What follows belongs to an exercise in optimizing a design on an open flow for small area and a short achievable clock period; a production flow would make more cautious choices. No functional check of the RTL was part of any run shown here.

## flow/design.v (module list and top-level ports; edited modules follow where they fit)
// module ROTATING_VECTORING: 3509 lines
module ROTATING_VECTORING(clk, xi, yi, xf, yf);
  // ...
==> flow/run.sh <==
#!/bin/bash
# synth_recipe.tcl (not shown) runs the flow's synth.tcl, then flattens the netlist and writes it again
# the make line also repeats each setting of config.mk as NAME=value (left out here)
make -C /OpenROAD-flow-scripts/flow DESIGN_CONFIG=/design/flow/config.mk WORK_HOME=/design/flow/orfs CLKGATE_MAP_FILE= SYNTH_SCRIPT=/design/flow/synth_recipe.tcl finish
==> flow/config.mk <==
export PLATFORM = sky130hd
export DESIGN_NAME = ROTATING_VECTORING
export DESIGN_NICKNAME = ROTATING_VECTORING
export VERILOG_FILES = /design/flow/design.v
export SDC_FILE = /design/flow/constraint.sdc
export NUM_CORES = 4
export LEC_CHECK = 0
export ABC_AREA = 1
export CAP_MARGIN = 20
export CORE_MARGIN = 2
export CORE_UTILIZATION = 40
export CTS_CLUSTER_DIAMETER = 100
export CTS_CLUSTER_SIZE = 24
export PLACE_DENSITY = 0.75
export SETUP_SLACK_MARGIN = 5
export SLEW_MARGIN = 20
==> flow/constraint.sdc <==
create_clock -name core_clock -period 8.0 [get_ports {clk}]
set_input_delay 1.6000 -clock core_clock [delete_from_list [all_inputs] [get_ports {clk}]]
set_output_delay 1.6000 -clock core_clock [all_outputs]
set_load 0.01 [all_outputs]
==> impl_metrics.py, run 1 <==
metrics = {
    "clocking": {
        "cts_max_level": 1,
        "clkSinkCount": 492,
        "clockBufferDepth": 3,
        "clkLatencyLatePin_ps": 580,
    },
    "cells_and_area": {
        "buf_share_pct": 4.70,
        "multiInputGateArea_um2": 19700,
        "seq_cell_count": 492,
        "final_common_cell": "nand2_1",
    },
    "worst_setup_path": {
        "critPathLaunch": "xi[3]",
        "critPathCaptureType": "flop",
        "crit_fanout": 6,
        "crit_required_ps": 8480,
        "worstSetupPathType": "primary input to flop",
    },
    "global_routing": {
        "grt_pass1_vias": 22800,
        "grt_max_degree": 33,
        "grtUsageMet1_pct": 18.2,
    },
    "place": {
        "gp_congestion": 0.898,
        "placed_cells": 4758,
    },
    "sta": {
        "rsz0062_at_grt": "yes",
        "slew_viol_final": 0,
        "relSlewSlack_pct": 51.7,
        "layout_setup_ws_ps": 5060,
        "setup_viol": 0,
    },
    "routing": {
        "wl_met1_um": 27700,
        "first_pass_iters": 7,
        "totalWireLength_um": 64100,
    },
    "yosys": {
        "ys_ff_latch": 492,
        "async_flop_share_pct": 0,
        "synth_xor_area_share_pct": 14.9,
        "synth_edf_count": 0,
    },
    "floorplan": {
        "die_x_um": 283,
        "pin_count": 65,
    },
    "outcome": {
        "status": "finished clean",
    },
    "job": {
        "maxCapViolCount": 0,
    },
}
==> run 2, diff against run 1 <==
--- a/flow/design.v
+++ b/flow/design.v
@@ -527,17 +527,20 @@
   wire ad3_pp13_4 = ad3_pp13_3 & ad3_pp7_3;
   wire ad3_g14_4 = ad3_g14_3 | (ad3_pp14_3 & ad3_g7_3);
   wire ad3_pp14_4 = ad3_pp14_3 & ad3_pp7_3;
   wire ad3_g15_4 = ad3_g15_3 | (ad3_pp15_3 & ad3_g7_3);
   wire ad3_pp15_4 = ad3_pp15_3 & ad3_pp7_3;
   wire [15:0] ad3 = {(ad3_p15 ^ ad3_g14_4), (ad3_p14 ^ ad3_g13_4), (ad3_p13 ^ ad3_g12_4), (ad3_p12 ^ ad3_g11_4), (ad3_p11 ^ ad3_g10_4), (ad3_p10 ^ ad3_g9_4), (ad3_p9 ^ ad3_g8_4), (ad3_p8 ^ ad3_g7_3), (ad3_p7 ^ ad3_g6_3), (ad3_p6 ^ ad3_g5_3), (ad3_p5 ^ ad3_g4_3), (ad3_p4 ^ ad3_g3_2), (ad3_p3 ^ ad3_g2_2), (ad3_p2 ^ ad3_g1_1), (ad3_p1 ^ ad3_g0_0), (ad3_p0 ^ ((vx1[15] & (|vx1[0:0])) ^ ad3_m))};
   reg [15:0] vx2, vy2;
   reg [1:0] vE2;    
+  reg vzx2, vzy2;    
   always @(posedge clk) begin
+    vzx2 <= |ad2[1:0];
+    vzy2 <= |ad3[1:0];
     vx2 <= ad2;
     vy2 <= ad3;
     vE2 <= {ve1, ve0};
   end
   wire ve2 = vy2[15];
   wire ad4_m = ~(~ve2);
   wire ad4_p0 = vx2[0] ^ (vy2[2] ^ ad4_m);
   wire ad4_p1 = vx2[1] ^ (vy2[3] ^ ad4_m);
@@ -550,17 +553,17 @@
   wire ad4_p8 = vx2[8] ^ (vy2[10] ^ ad4_m);
   wire ad4_p9 = vx2[9] ^ (vy2[11] ^ ad4_m);
   wire ad4_p10 = vx2[10] ^ (vy2[12] ^ ad4_m);
   wire ad4_p11 = vx2[11] ^ (vy2[13] ^ ad4_m);
   wire ad4_p12 = vx2[12] ^ (vy2[14] ^ ad4_m);
   wire ad4_p13 = vx2[13] ^ (vy2[15] ^ ad4_m);
   wire ad4_p14 = vx2[14] ^ (vy2[15] ^ ad4_m);
   wire ad4_p15 = vx2[15] ^ (vy2[15] ^ ad4_m);
-  wire ad4_g0_0 = (vx2[0] & (vy2[2] ^ ad4_m)) | (ad4_p0 & ((vy2[15] & (|vy2[1:0])) ^ ad4_m));
+  wire ad4_g0_0 = (vx2[0] & (vy2[2] ^ ad4_m)) | (ad4_p0 & ((vy2[15] & vzy2) ^ ad4_m));
   wire ad4_g1_0 = vx2[1] & (vy2[3] ^ ad4_m);
   wire ad4_g2_0 = vx2[2] & (vy2[4] ^ ad4_m);
   wire ad4_g3_0 = vx2[3] & (vy2[5] ^ ad4_m);
   wire ad4_g4_0 = vx2[4] & (vy2[6] ^ ad4_m);
   wire ad4_g5_0 = vx2[5] & (vy2[7] ^ ad4_m);
   wire ad4_g6_0 = vx2[6] & (vy2[8] ^ ad4_m);
   wire ad4_g7_0 = vx2[7] & (vy2[9] ^ ad4_m);
   wire ad4_g8_0 = vx2[8] & (vy2[10] ^ ad4_m);
@@ -630,17 +633,17 @@
   wire ad4_g12_4 = ad4_g12_3 | (ad4_pp12_3 & ad4_g7_3);
   wire ad4_pp12_4 = ad4_pp12_3 & ad4_pp7_3;
   wire ad4_g13_4 = ad4_g13_3 | (ad4_pp13_3 & ad4_g7_3);
   wire ad4_pp13_4 = ad4_pp13_3 & ad4_pp7_3;
   wire ad4_g14_4 = ad4_g14_3 | (ad4_pp14_3 & ad4_g7_3);
   wire ad4_pp14_4 = ad4_pp14_3 & ad4_pp7_3;
   wire ad4_g15_4 = ad4_g15_3 | (ad4_pp15_3 & ad4_g7_3);
   wire ad4_pp15_4 = ad4_pp15_3 & ad4_pp7_3;
-  wire [15:0] ad4 = {(ad4_p15 ^ ad4_g14_4), (ad4_p14 ^ ad4_g13_4), (ad4_p13 ^ ad4_g12_4), (ad4_p12 ^ ad4_g11_4), (ad4_p11 ^ ad4_g10_4), (ad4_p10 ^ ad4_g9_4), (ad4_p9 ^ ad4_g8_4), (ad4_p8 ^ ad4_g7_3), (ad4_p7 ^ ad4_g6_3), (ad4_p6 ^ ad4_g5_3), (ad4_p5 ^ ad4_g4_3), (ad4_p4 ^ ad4_g3_2), (ad4_p3 ^ ad4_g2_2), (ad4_p2 ^ ad4_g1_1), (ad4_p1 ^ ad4_g0_0), (ad4_p0 ^ ((vy2[15] & (|vy2[1:0])) ^ ad4_m))};
+  wire [15:0] ad4 = {(ad4_p15 ^ ad4_g14_4), (ad4_p14 ^ ad4_g13_4), (ad4_p13 ^ ad4_g12_4), (ad4_p12 ^ ad4_g11_4), (ad4_p11 ^ ad4_g10_4), (ad4_p10 ^ ad4_g9_4), (ad4_p9 ^ ad4_g8_4), (ad4_p8 ^ ad4_g7_3), (ad4_p7 ^ ad4_g6_3), (ad4_p6 ^ ad4_g5_3), (ad4_p5 ^ ad4_g4_3), (ad4_p4 ^ ad4_g3_2), (ad4_p3 ^ ad4_g2_2), (ad4_p2 ^ ad4_g1_1), (ad4_p1 ^ ad4_g0_0), (ad4_p0 ^ ((vy2[15] & vzy2) ^ ad4_m))};
   wire ad5_m = ~(ve2);
   wire ad5_p0 = vy2[0] ^ (vx2[2] ^ ad5_m);
   wire ad5_p1 = vy2[1] ^ (vx2[3] ^ ad5_m);
   wire ad5_p2 = vy2[2] ^ (vx2[4] ^ ad5_m);
   wire ad5_p3 = vy2[3] ^ (vx2[5] ^ ad5_m);
   wire ad5_p4 = vy2[4] ^ (vx2[6] ^ ad5_m);
   wire ad5_p5 = vy2[5] ^ (vx2[7] ^ ad5_m);
   wire ad5_p6 = vy2[6] ^ (vx2[8] ^ ad5_m);
@@ -648,17 +651,17 @@
   wire ad5_p8 = vy2[8] ^ (vx2[10] ^ ad5_m);
   wire ad5_p9 = vy2[9] ^ (vx2[11] ^ ad5_m);
   wire ad5_p10 = vy2[10] ^ (vx2[12] ^ ad5_m);
   wire ad5_p11 = vy2[11] ^ (vx2[13] ^ ad5_m);
   wire ad5_p12 = vy2[12] ^ (vx2[14] ^ ad5_m);
   wire ad5_p13 = vy2[13] ^ (vx2[15] ^ ad5_m);
   wire ad5_p14 = vy2[14] ^ (vx2[15] ^ ad5_m);
   wire ad5_p15 = vy2[15] ^ (vx2[15] ^ ad5_m);
-  wire ad5_g0_0 = (vy2[0] & (vx2[2] ^ ad5_m)) | (ad5_p0 & ((vx2[15] & (|vx2[1:0])) ^ ad5_m));
+  wire ad5_g0_0 = (vy2[0] & (vx2[2] ^ ad5_m)) | (ad5_p0 & ((vx2[15] & vzx2) ^ ad5_m));
   wire ad5_g1_0 = vy2[1] & (vx2[3] ^ ad5_m);
   wire ad5_g2_0 = vy2[2] & (vx2[4] ^ ad5_m);
   wire ad5_g3_0 = vy2[3] & (vx2[5] ^ ad5_m);
   wire ad5_g4_0 = vy2[4] & (vx2[6] ^ ad5_m);
   wire ad5_g5_0 = vy2[5] & (vx2[7] ^ ad5_m);
   wire ad5_g6_0 = vy2[6] & (vx2[8] ^ ad5_m);
   wire ad5_g7_0 = vy2[7] & (vx2[9] ^ ad5_m);
   wire ad5_g8_0 = vy2[8] & (vx2[10] ^ ad5_m);
@@ -728,17 +731,17 @@
   wire ad5_g12_4 = ad5_g12_3 | (ad5_pp12_3 & ad5_g7_3);
   wire ad5_pp12_4 = ad5_pp12_3 & ad5_pp7_3;
   wire ad5_g13_4 = ad5_g13_3 | (ad5_pp13_3 & ad5_g7_3);
   wire ad5_pp13_4 = ad5_pp13_3 & ad5_pp7_3;
   wire ad5_g14_4 = ad5_g14_3 | (ad5_pp14_3 & ad5_g7_3);
   wire ad5_pp14_4 = ad5_pp14_3 & ad5_pp7_3;
   wire ad5_g15_4 = ad5_g15_3 | (ad5_pp15_3 & ad5_g7_3);
   wire ad5_pp15_4 = ad5_pp15_3 & ad5_pp7_3;
-  wire [15:0] ad5 = {(ad5_p15 ^ ad5_g14_4), (ad5_p14 ^ ad5_g13_4), (ad5_p13 ^ ad5_g12_4), (ad5_p12 ^ ad5_g11_4), (ad5_p11 ^ ad5_g10_4), (ad5_p10 ^ ad5_g9_4), (ad5_p9 ^ ad5_g8_4), (ad5_p8 ^ ad5_g7_3), (ad5_p7 ^ ad5_g6_3), (ad5_p6 ^ ad5_g5_3), (ad5_p5 ^ ad5_g4_3), (ad5_p4 ^ ad5_g3_2), (ad5_p3 ^ ad5_g2_2), (ad5_p2 ^ ad5_g1_1), (ad5_p1 ^ ad5_g0_0), (ad5_p0 ^ ((vx2[15] & (|vx2[1:0])) ^ ad5_m))};
+  wire [15:0] ad5 = {(ad5_p15 ^ ad5_g14_4), (ad5_p14 ^ ad5_g13_4), (ad5_p13 ^ ad5_g12_4), (ad5_p12 ^ ad5_g11_4), (ad5_p11 ^ ad5_g10_4), (ad5_p10 ^ ad5_g9_4), (ad5_p9 ^ ad5_g8_4), (ad5_p8 ^ ad5_g7_3), (ad5_p7 ^ ad5_g6_3), (ad5_p6 ^ ad5_g5_3), (ad5_p5 ^ ad5_g4_3), (ad5_p4 ^ ad5_g3_2), (ad5_p3 ^ ad5_g2_2), (ad5_p2 ^ ad5_g1_1), (ad5_p1 ^ ad5_g0_0), (ad5_p0 ^ ((vx2[15] & vzx2) ^ ad5_m))};
   reg [15:0] vx3, vy3;
   reg [2:0] vE3;    
   reg vzx3, vzy3;    
   always @(posedge clk) begin
     vzx3 <= |ad4[2:0];
     vzy3 <= |ad5[2:0];
     vx3 <= ad4;
     vy3 <= ad5;
@@ -1695,17 +1698,20 @@
   assign c1_new_n22 = (E[6] & E[7]);
   assign c1_new_n23 = (~E[5] & ~c1_new_n22);
   assign c1_new_n24 = (E[4] & ~c1_new_n23);
   assign c1_new_n25 = (E[0] & ~E[3]);
   assign c1_new_n26 = (c1_new_n18 & c1_new_n25);
   assign c1_new_n27 = (~c1_new_n24 & c1_new_n26);
   assign dn2 = ~((~c1_new_n21 & ~c1_new_n27));
   reg [2:1] rd2;
+  reg rzx2, rzy2;    
   always @(posedge clk) begin
+    rzx2 <= |ad13[1:0];
+    rzy2 <= |ad14[1:0];
     rx2 <= ad13;
     ry2 <= ad14;
     rd2 <= {dn2, rd1[1:1]};
   end
   wire ad15_m = ~(rd2[2]);
   wire ad15_p0 = rx2[0] ^ (ry2[2] ^ ad15_m);
   wire ad15_p1 = rx2[1] ^ (ry2[3] ^ ad15_m);
   wire ad15_p2 = rx2[2] ^ (ry2[4] ^ ad15_m);
@@ -1717,17 +1723,17 @@
   wire ad15_p8 = rx2[8] ^ (ry2[10] ^ ad15_m);
   wire ad15_p9 = rx2[9] ^ (ry2[11] ^ ad15_m);
   wire ad15_p10 = rx2[10] ^ (ry2[12] ^ ad15_m);
   wire ad15_p11 = rx2[11] ^ (ry2[13] ^ ad15_m);
   wire ad15_p12 = rx2[12] ^ (ry2[14] ^ ad15_m);
   wire ad15_p13 = rx2[13] ^ (ry2[15] ^ ad15_m);
   wire ad15_p14 = rx2[14] ^ (ry2[15] ^ ad15_m);
   wire ad15_p15 = rx2[15] ^ (ry2[15] ^ ad15_m);
-  wire ad15_g0_0 = (rx2[0] & (ry2[2] ^ ad15_m)) | (ad15_p0 & ((ry2[15] & (|ry2[1:0])) ^ ad15_m));
+  wire ad15_g0_0 = (rx2[0] & (ry2[2] ^ ad15_m)) | (ad15_p0 & ((ry2[15] & rzy2) ^ ad15_m));
   wire ad15_g1_0 = rx2[1] & (ry2[3] ^ ad15_m);
   wire ad15_g2_0 = rx2[2] & (ry2[4] ^ ad15_m);
   wire ad15_g3_0 = rx2[3] & (ry2[5] ^ ad15_m);
   wire ad15_g4_0 = rx2[4] & (ry2[6] ^ ad15_m);
   wire ad15_g5_0 = rx2[5] & (ry2[7] ^ ad15_m);
   wire ad15_g6_0 = rx2[6] & (ry2[8] ^ ad15_m);
   wire ad15_g7_0 = rx2[7] & (ry2[9] ^ ad15_m);
   wire ad15_g8_0 = rx2[8] & (ry2[10] ^ ad15_m);
@@ -1797,17 +1803,17 @@
   wire ad15_g12_4 = ad15_g12_3 | (ad15_pp12_3 & ad15_g7_3);
   wire ad15_pp12_4 = ad15_pp12_3 & ad15_pp7_3;
   wire ad15_g13_4 = ad15_g13_3 | (ad15_pp13_3 & ad15_g7_3);
   wire ad15_pp13_4 = ad15_pp13_3 & ad15_pp7_3;
   wire ad15_g14_4 = ad15_g14_3 | (ad15_pp14_3 & ad15_g7_3);
   wire ad15_pp14_4 = ad15_pp14_3 & ad15_pp7_3;
   wire ad15_g15_4 = ad15_g15_3 | (ad15_pp15_3 & ad15_g7_3);
   wire ad15_pp15_4 = ad15_pp15_3 & ad15_pp7_3;
-  wire [15:0] ad15 = {(ad15_p15 ^ ad15_g14_4), (ad15_p14 ^ ad15_g13_4), (ad15_p13 ^ ad15_g12_4), (ad15_p12 ^ ad15_g11_4), (ad15_p11 ^ ad15_g10_4), (ad15_p10 ^ ad15_g9_4), (ad15_p9 ^ ad15_g8_4), (ad15_p8 ^ ad15_g7_3), (ad15_p7 ^ ad15_g6_3), (ad15_p6 ^ ad15_g5_3), (ad15_p5 ^ ad15_g4_3), (ad15_p4 ^ ad15_g3_2), (ad15_p3 ^ ad15_g2_2), (ad15_p2 ^ ad15_g1_1), (ad15_p1 ^ ad15_g0_0), (ad15_p0 ^ ((ry2[15] & (|ry2[1:0])) ^ ad15_m))};
+  wire [15:0] ad15 = {(ad15_p15 ^ ad15_g14_4), (ad15_p14 ^ ad15_g13_4), (ad15_p13 ^ ad15_g12_4), (ad15_p12 ^ ad15_g11_4), (ad15_p11 ^ ad15_g10_4), (ad15_p10 ^ ad15_g9_4), (ad15_p9 ^ ad15_g8_4), (ad15_p8 ^ ad15_g7_3), (ad15_p7 ^ ad15_g6_3), (ad15_p6 ^ ad15_g5_3), (ad15_p5 ^ ad15_g4_3), (ad15_p4 ^ ad15_g3_2), (ad15_p3 ^ ad15_g2_2), (ad15_p2 ^ ad15_g1_1), (ad15_p1 ^ ad15_g0_0), (ad15_p0 ^ ((ry2[15] & rzy2) ^ ad15_m))};
   wire ad16_m = ~(~rd2[2]);
   wire ad16_p0 = ry2[0] ^ (rx2[2] ^ ad16_m);
   wire ad16_p1 = ry2[1] ^ (rx2[3] ^ ad16_m);
   wire ad16_p2 = ry2[2] ^ (rx2[4] ^ ad16_m);
   wire ad16_p3 = ry2[3] ^ (rx2[5] ^ ad16_m);
   wire ad16_p4 = ry2[4] ^ (rx2[6] ^ ad16_m);
   wire ad16_p5 = ry2[5] ^ (rx2[7] ^ ad16_m);
   wire ad16_p6 = ry2[6] ^ (rx2[8] ^ ad16_m);
@@ -1815,17 +1821,17 @@
   wire ad16_p8 = ry2[8] ^ (rx2[10] ^ ad16_m);
   wire ad16_p9 = ry2[9] ^ (rx2[11] ^ ad16_m);
   wire ad16_p10 = ry2[10] ^ (rx2[12] ^ ad16_m);
   wire ad16_p11 = ry2[11] ^ (rx2[13] ^ ad16_m);
   wire ad16_p12 = ry2[12] ^ (rx2[14] ^ ad16_m);
   wire ad16_p13 = ry2[13] ^ (rx2[15] ^ ad16_m);
   wire ad16_p14 = ry2[14] ^ (rx2[15] ^ ad16_m);
   wire ad16_p15 = ry2[15] ^ (rx2[15] ^ ad16_m);
-  wire ad16_g0_0 = (ry2[0] & (rx2[2] ^ ad16_m)) | (ad16_p0 & ((rx2[15] & (|rx2[1:0])) ^ ad16_m));
+  wire ad16_g0_0 = (ry2[0] & (rx2[2] ^ ad16_m)) | (ad16_p0 & ((rx2[15] & rzx2) ^ ad16_m));
   wire ad16_g1_0 = ry2[1] & (rx2[3] ^ ad16_m);
   wire ad16_g2_0 = ry2[2] & (rx2[4] ^ ad16_m);
   wire ad16_g3_0 = ry2[3] & (rx2[5] ^ ad16_m);
   wire ad16_g4_0 = ry2[4] & (rx2[6] ^ ad16_m);
   wire ad16_g5_0 = ry2[5] & (rx2[7] ^ ad16_m);
   wire ad16_g6_0 = ry2[6] & (rx2[8] ^ ad16_m);
   wire ad16_g7_0 = ry2[7] & (rx2[9] ^ ad16_m);
   wire ad16_g8_0 = ry2[8] & (rx2[10] ^ ad16_m);
@@ -1895,17 +1901,17 @@
   wire ad16_g12_4 = ad16_g12_3 | (ad16_pp12_3 & ad16_g7_3);
   wire ad16_pp12_4 = ad16_pp12_3 & ad16_pp7_3;
   wire ad16_g13_4 = ad16_g13_3 | (ad16_pp13_3 & ad16_g7_3);
   wire ad16_pp13_4 = ad16_pp13_3 & ad16_pp7_3;
   wire ad16_g14_4 = ad16_g14_3 | (ad16_pp14_3 & ad16_g7_3);
   wire ad16_pp14_4 = ad16_pp14_3 & ad16_pp7_3;
   wire ad16_g15_4 = ad16_g15_3 | (ad16_pp15_3 & ad16_g7_3);
   wire ad16_pp15_4 = ad16_pp15_3 & ad16_pp7_3;
-  wire [15:0] ad16 = {(ad16_p15 ^ ad16_g14_4), (ad16_p14 ^ ad16_g13_4), (ad16_p13 ^ ad16_g12_4), (ad16_p12 ^ ad16_g11_4), (ad16_p11 ^ ad16_g10_4), (ad16_p10 ^ ad16_g9_4), (ad16_p9 ^ ad16_g8_4), (ad16_p8 ^ ad16_g7_3), (ad16_p7 ^ ad16_g6_3), (ad16_p6 ^ ad16_g5_3), (ad16_p5 ^ ad16_g4_3), (ad16_p4 ^ ad16_g3_2), (ad16_p3 ^ ad16_g2_2), (ad16_p2 ^ ad16_g1_1), (ad16_p1 ^ ad16_g0_0), (ad16_p0 ^ ((rx2[15] & (|rx2[1:0])) ^ ad16_m))};
+  wire [15:0] ad16 = {(ad16_p15 ^ ad16_g14_4), (ad16_p14 ^ ad16_g13_4), (ad16_p13 ^ ad16_g12_4), (ad16_p12 ^ ad16_g11_4), (ad16_p11 ^ ad16_g10_4), (ad16_p10 ^ ad16_g9_4), (ad16_p9 ^ ad16_g8_4), (ad16_p8 ^ ad16_g7_3), (ad16_p7 ^ ad16_g6_3), (ad16_p6 ^ ad16_g5_3), (ad16_p5 ^ ad16_g4_3), (ad16_p4 ^ ad16_g3_2), (ad16_p3 ^ ad16_g2_2), (ad16_p2 ^ ad16_g1_1), (ad16_p1 ^ ad16_g0_0), (ad16_p0 ^ ((rx2[15] & rzx2) ^ ad16_m))};
   reg [15:0] rx3, ry3;
   wire dn3;
   wire c2_new_n12;
   wire c2_new_n13;
   wire c2_new_n14;
   wire c2_new_n15;
   wire c2_new_n16;
   wire c2_new_n17;
==> run 2 against run 1 <==
Effect of this change: still clean on timing, DRC and antenna; routed wire length increased by 2.3%; first-iteration DRC count up 7.3%; clock skew hardly changed; sequential cell count increased by 4; synthesized cell count increased by 2.7%; sequential share of layout area shrank 0.28 points; maximum frequency fell by 1.7%; core utilization is 0.72 points higher.
==> impl_metrics.py, run 2 <==
metrics = {
    "outcome": {
        "status": "finished clean",
    },
    "cells_and_area": {
        "fin_nets": 4448,
        "final_cell_mix": "nand2_1 (717), inv_1 (549), dfxtp_1 (480)",
        "utilization_pct": 46.4,
        "area_delta_synth_final_pct": 14.6,
        "final_common_cell": "nand2_1",
        "drive_gt1_share_pct": 9.35,
        "nFillCells": 7324,
    },
    "yosys": {
        "yosysMostFrequentCell": "nand2_1",
        "yosysTopAreaCell": "dfxtp_1",
        "ys_warn_count": 1,
        "synth_edf_count": 0,
        "synth_cell_types": 50,
        "ys_ff_latch": 496,
        "syn_area_um2": 31400,
        "synthFlopType": "dfxtp_1",
        "synth_top_area_share_pct": 31.6,
        "syn-num-nets": 4301,
        "async_flop_share_pct": 0,
        "yosys-top-cells-area": "dfxtp_1 (32%), ha_1 (14%), nand2_1 (9.0%), fa_1 (7.8%), xor2_1 (7.4%)",
        "synth_cells": 3803,
        "ys_seq_area_share_pct": 31.6,
        "avgSynthCellArea_um2": 8.26,
        "synthTopCellsByCount": "nand2_1 (755), inv_1 (568), dfxtp_1 (496)",
    },
    "sta": {
        "slew_viol_final": 0,
        "tns_ps": 0,
        "worst_pin_slew_ps": 759,
        "timing.fmax_mhz": 334,
        "relSlewSlack_pct": 48.8,
        "setup_viol": 0,
        "finalHoldViolCount": 0,
        "fin_crit_ps": 2990,
        "period_share_pct": 37.4,
        "clock_skew_ps": 15.0,
        "rsz0062_at_grt": "yes",
    },
    "clocking": {
        "cts_hold_buf": 0,
        "tritoncts": "done",
        "clockBufferDepth": 3,
        "clkLatencyLatePin_ps": 590,
        "cts_buffers": 26,
        "cts-root-buf": "clkbuf_16",
        "cts_max_level": 1,
        "clkSinkCount": 496,
        "clk_pin_slew_worst_paths_ps": 90,
    },
    "routing": {
        "dr_total_vias": 23800,
        "vias_per_cell": 4.76,
        "first_pass_iters": 5,
        "ant_nets": 0,
        "drt_iter0_drc": 1185,
        "totalWireLength_um": 65600,
        "drc": 0,
        "wire_per_inst_um": 13.1,
    },
    "floorplan": {
        "die_x_um": 284,
        "die_y_um": 284,
        "pin_count": 65,
        "die-area_um2": 80800,
        "placementRows": 102,
        "start_util_pct": 40.5,
        "core_um2": 77600,
    },
    "worst_setup_path": {
        "arrival_ps": 3480,
        "startpoint_type": "flop",
        "worstSetupPathType": "flop to flop",
        "r2r_setup_slack_ps": 5010,
        "crit_required_ps": 8490,
        "critPathCaptureType": "flop",
        "crit_fanout": 8,
    },
    "place": {
        "hpwl_um": 49300,
        "gp_congestion": 0.881,
        "port_buffers": 64,
    },
    "global_routing": {
        "grt_pass1_wl_um": 106000,
        "grt_busiest_layer": "met2",
        "grt_max_degree": 32,
        "grtUsageMet1_pct": 18.5,
        "met3_usage_pct": 1.63,
        "grt_overflow_total": 0,
        "antenna_found_initial": 0,
        "track_usage_pct": 15.4,
        "grt_pass1_vias": 22900,
        "use_met2_pct": 28.2,
    },
    "job": {
        "maxCapViolCount": 0,
    },
    "worst_hold_path": {
        "hp-class": "flop to flop",
    },
}
-- run 2: layout make-up --
type                       count  area [um2]  share of cell area [%]
sequential                   496        9980                    27.7
antenna                        1        2.50                 0.00695
clock buffer                  30         707                    1.96
tap                         1040        1300                    3.61
timing repair buffer         178        1860                    5.18
inverter                     570        2150                    5.96
multi-input combinational   2678       19900                    55.3
clock inverter                 6        90.1                   0.250
-- run 2: layer usage --
layer	routed length, um	vias to the layer above
met1	28700	10900
met3	2000	136
met4	2500	0
met2	32500	451
met5	0	-
li1	-	12300
-- run 2: per-stage QoR --
step                std cells  instance area (um2)  hold slack [ps]  setup WS (ps)
floorplan                3803                31500              310           4910
global placement         4859                33100              310           4080
detailed placement       4859                33100              312           4010
CTS                      4932                34800              329           4980
global route             4998                36000              335           4880
finish                   4999                36000              332           5010
-- run 2: cells by family (layout without fill, tap and decap cells) --
| family | after synthesis | in the layout | synth area share, % |
|---|---|---|---|
| multiplexers | 2 | 2 | 0.0677 |
| other | 0 | 1 | 0 |
| flip-flops | 496 | 496 | 31.6 |
| AO/OA/AOI/OAI | 435 | 435 | 8.16 |
| AND/OR/NAND/NOR | 1268 | 1268 | 16.7 |
| XOR/XNOR | 508 | 508 | 14.2 |
| buffers and inverters | 629 | 784 | 7.88 |
| adder cells (fa/ha/maj) | 465 | 465 | 21.4 |
-- run 2: final timing paths --
kind             startpoint              to  depth (start not counted)
max          rd6[6]$_DFF_P_  ry7[8]$_DFF_P_                         18
min          vE4[3]$_DFF_P_  vE5[3]$_DFF_P_                          0
max reg2reg  rd6[6]$_DFF_P_  ry7[8]$_DFF_P_                         18
min reg2reg  vE4[3]$_DFF_P_  vE5[3]$_DFF_P_                          0
-- run 2: critical path, stage by stage (launching register included) --
cell	delay, ps
dfxtp_4	370
buf_12	140
nand2_4	50
inv_2	30
or2_4	230
nand2_2	60
o21ai_2	60
fa_2	400
fa_2	390
inv_2	70
nand3_2	60
nand2_2	80
nand3_2	60
nand2_2	80
nand3_2	60
nand2_2	100
inv_2	50
fa_2	560
inv_2	30
-- run 2: timing repair --
item,in CTS,in global routing
hold endpoints to repair,0,0
cloned,5,6
resized for setup,166,159
pin swaps,18,41
endpoints found under the setup margin,249,81
buffers inserted,32,60

[port drivers added, routing unchanged]
How much do the figures lean on ideal ports? The routed layouts below were timed once more, with nothing changed but the port constraints. Step 1, drivers: a clkbuf_16 drives clk and a buf_2 each remaining input, both assumed. Step 2, shift: input delay + t, output delay - t, t = (earliest + latest rising clock arrival at the registers) / 2. This alone moves slack from input paths to output paths. Slacks: ideal ports / drivers / drivers and shift; pairs: ideal ports / drivers.
run	t (ns)	setup slack, ns	worst setup path after step 2	latest minus earliest clock arrival (ns)	worst slew at a driven data input, ns
run 1	0.641	5.060 / 5.088 / 4.462	input to register	0.016 / 0.016	0.05
run 2	0.640	5.009 / 5.009 / 4.410	input to register	0.020 / 0.020	0.03
After both steps setup and hold are still met in every run listed. For run 2, which loses most, drivers alone change the setup slack by 0.000 ns; drivers and shift together by -0.599 ns.
